Background: an optimization exercise with open tools, aiming at small area, a short achievable clock period and few clock cycles per item. Do not read the settings as production practice.
In this exercise RTL edits were held to simulation tests only and were not proved equivalent to the original.
Power is estimated from default activity; no workload was simulated.

## JK
==> flow/design.v (excerpt) <==
module seq_multiplier #(
    parameter N = 32
)(
    input  wire clk,
    input  wire rst,
    input  wire start,
    input  wire [N-1:0] multiplicand,
    input  wire [N-1:0] multiplier,
    output wire [2*N-1:0] product,
    output wire busy,
    output wire done
);
Size in the first run: roughly 870 cells after synthesis, roughly 170 flip-flops, ~9300 µm² of cells after synthesis.
Settings: LEC_CHECK=0, CAP_MARGIN=20, CORE_MARGIN=2, CORE_UTILIZATION=40, SETUP_SLACK_MARGIN=2.8, SLEW_MARGIN=20, TNS_END_PERCENT=20; clock period 4.5 ns.
standard.sh (not shown) runs the stock make flow with config.mk's settings and CLKGATE_MAP_FILE= SYNTH_SCRIPT=/design/flow/synth_recipe.tcl, a recipe that flattens the netlist after the stock synthesis.
==> flow/flow/run.sh <==
#!/bin/bash
# Layout flow: the standard ORFS flow (standard.sh, unchanged synthesis), with
#  - port buffers made of sky130_fd_sc_hd__buf_2 instead of the default delay-cell buffers;
#  - clock tree synthesis without dummy load cells, with larger sink clusters.
# make's full output goes to make_finish.log in the work folder; ORFS keeps each step's log
# under orfs/logs/.
set -euo pipefail
CTS="-sink_clustering_enable -repair_clock_nets -dont_use_dummy_load -sink_clustering_size 30 -buf_list sky130_fd_sc_hd__clkbuf_16"
bash standard.sh "BUFFER_PORTS_ARGS=-buffer_cell sky130_fd_sc_hd__buf_2" "CTS_ARGS=$CTS" finish > make_finish.log 2>&1
test -f out/final.def
JK: done, clean on timing, DRC and antenna
Testbench counts of JK, summed over its fixed seeds: cycles 19,200, items 1,600.
Changes in MS relative to JK:
- SETUP_SLACK_MARGIN changed from 2.8 to 2.6
- TNS_END_PERCENT changed from 20 to 10
### Flow results
MS ended up with multiplicand[5] as its launch point of the critical path; JK ended up with c[10]$_DFF_P_.
Comparing MS against JK, there is no change at all in count of flip-flops and latches.
MS ended up with sky130_fd_sc_hd__fa_1 as its critical path's slowest cell; JK ended up with sky130_fd_sc_hd__or4b_4.
Diff JK -> MS: layout cell share with drive strength beyond 1 fell 7.3 points, peak per-stage delay on the critical path shrank by 0.07 ns, storage element area held, worst setup slack lost 0.052 ns.
MS vs JK, type of the setup path with the least slack: in -> reg vs reg -> reg
Compared MS against JK; clock transition at the registers of the reported paths within noise.
Taking JK as the reference, in MS switching component of the power decreased by 4.2% relative to the old numbers; final area saw a decrease; area growth from synthesis to layout dropped 5.1 points.
### MS -> AL
- an added PLACE_DENSITY of 0.7
- a change of CORE_UTILIZATION from 40 to 60
[summary]
Cmp MS and AL / final period utilization / lower: MS. Taking MS as 1.0, AL lands at 1.11 on number of global-route vias before repair. Worst setup path endpoint: c[4]$_DFF_P_ -> MS, phi[30]$_DFF_P_ -> AL. [AL] filler cell count in the final layout fell 1032 relative to MS. Compared with MS, in AL final net count higher, number of tap cells inserted lower, initial antenna violation count lower, power consumption lower. AL: core area is 33% lower than what MS reported. On fraction of power consumed by combinational cells, MS and AL are neck and neck. Re die area: AL is 33% down on MS.
Edits applied to the flow inputs when going from AL to TR:
- PLACE_DENSITY: 0.7 -> unset
- CORE_UTILIZATION: 60 -> 40
==> flow/flow/run.sh <==
#!/bin/bash
# Layout flow: the standard ORFS flow (standard.sh, unchanged synthesis), with
#  - port buffers made of sky130_fd_sc_hd__buf_2 instead of the default delay-cell buffers;
#  - clock tree synthesis without dummy load cells, with a clkbuf_16 root and clkbuf_8 leaves.
# make's full output goes to make_finish.log in the work folder; ORFS keeps each step's log
# under orfs/logs/.
set -euo pipefail
CTS="-sink_clustering_enable -repair_clock_nets -dont_use_dummy_load -root_buf sky130_fd_sc_hd__clkbuf_16 -buf_list sky130_fd_sc_hd__clkbuf_8"
bash standard.sh "BUFFER_PORTS_ARGS=-buffer_cell sky130_fd_sc_hd__buf_2" "CTS_ARGS=$CTS" finish > make_finish.log 2>&1
test -f out/final.def
## What came out
- Final cell area: TR below AL
- Die area on TR is behind AL.
- Going from AL to TR, the post-route minimum period was found to have gone up by 0.0072 ns.
- Comparing sum of routed wire segments on met1 for AL and TR, the smaller number came from AL.
- Number of ordinary inverters in the final layout came out exactly the same in AL and TR.
- A cell at the slowest stage of the critical path of sky130_fd_sc_hd__fa_1 is what TR shows, while sky130_fd_sc_hd__dfxtp_4 belongs to AL.
- The number of DRC markers in iteration 0 in TR is 0.829 times that in AL.
Input changes introduced in PW (baseline for comparison: TR):
- a change of TNS_END_PERCENT from 10 to 100
- a change of SETUP_SLACK_MARGIN from 2.6 to 2.5
--- outcome ---
On hold slack, PW does better than TR. Simple-gate portion of the synthesized area of PW is on par with TR. The lower count of instances resized after the clock tree is built came out of TR.

========
Another version of the RTL of seq_multiplier (not shown whole).
For scale: ~130 I/O pins.
export LEC_CHECK = 0
export CAP_MARGIN = 20
export CORE_MARGIN = 2
export CORE_UTILIZATION = 50
export PLACE_DENSITY = 0.75
export SETUP_SLACK_MARGIN = 2.6
export SLEW_MARGIN = 20
export TNS_END_PERCENT = 10
create_clock -name core_clock -period 4.5 [get_ports {clk}]
==> flow/flow/run.sh <==
#!/bin/bash
# Layout flow: the standard ORFS flow (standard.sh, the standard flow's synthesis script), with
#  - no adder-cell mapping (ADDER_MAP_FILE empty): full/half adders are left to abc as plain
#    gates instead of the slower sky130 fa/ha cells; registers are unchanged;
#  - port buffers made of sky130_fd_sc_hd__buf_2 instead of the default delay-cell buffers;
#  - clock tree synthesis without dummy load cells, with a clkbuf_16 root and clkbuf_8 leaves.
# make's full output goes to make_finish.log in the work folder; ORFS keeps each step's log
# under orfs/logs/.
set -euo pipefail
CTS="-sink_clustering_enable -repair_clock_nets -dont_use_dummy_load -root_buf sky130_fd_sc_hd__clkbuf_16 -buf_list sky130_fd_sc_hd__clkbuf_8"
bash standard.sh "ADDER_MAP_FILE=" "BUFFER_PORTS_ARGS=-buffer_cell sky130_fd_sc_hd__buf_2" "CTS_ARGS=$CTS" finish > make_finish.log 2>&1
test -f out/final.def
Testbench counts at the start, summed over its fixed seeds: cycles 19,200, items 1,600.
Rerun with:
--- a/flow/config.mk
+++ b/flow/config.mk
@@ -11,4 +11,4 @@
 export PLACE_DENSITY = 0.75
-export SETUP_SLACK_MARGIN = 2.6
+export SETUP_SLACK_MARGIN = 2.5
 export SLEW_MARGIN = 20
-export TNS_END_PERCENT = 10
+export TNS_END_PERCENT = 5
After rerunning:
- power climbs by 0.47%
- global-route usage fell by 1.1 points
- critical path depth is higher by 2
- die area is unchanged

## afterwards: timing with drivers on the ports
The results above use ideal ports. As a check the final layouts listed here were re-extracted and re-timed, cells and wires unchanged.
Step 1: set_driving_cell puts a clkbuf_16 on clk and a buf_2 on each other input, an assumption about the parent block.
Step 2 moves the port delays by t, midway between the first and last clock arrival at a register: inputs arrive t later, outputs are due t later. That takes back most of the time a late clock gives input paths.
Three values: no drivers, after step 1, after step 2; two values: the first two.
run	t (ns)	setup slack, ns	slew at the worst register clock pin (ns)	cell pins on the clock port's net
JK	0.475	2.462 / 2.462 / 1.997	0.08 / 0.08	1
MS	0.458	2.411 / 2.434 / 1.976	0.08 / 0.08	1
AL	0.459	2.400 / 2.400 / 2.005	0.07 / 0.07	1
TR	0.415	2.393 / 2.402 / 1.986	0.11 / 0.11	1
PW	0.422	2.383 / 2.391 / 1.969	0.11 / 0.11	1
the first run of note 2	0.413	2.556 / 2.542 / 2.200	0.10 / 0.10	1
the second run of note 2	0.417	2.408 / 2.408 / 2.117	0.10 / 0.10	1
After both steps setup and hold are still met in every run listed. The setup slack of JK, which loses most, moves by 0.000 ns with the drivers and by -0.465 ns with both steps.
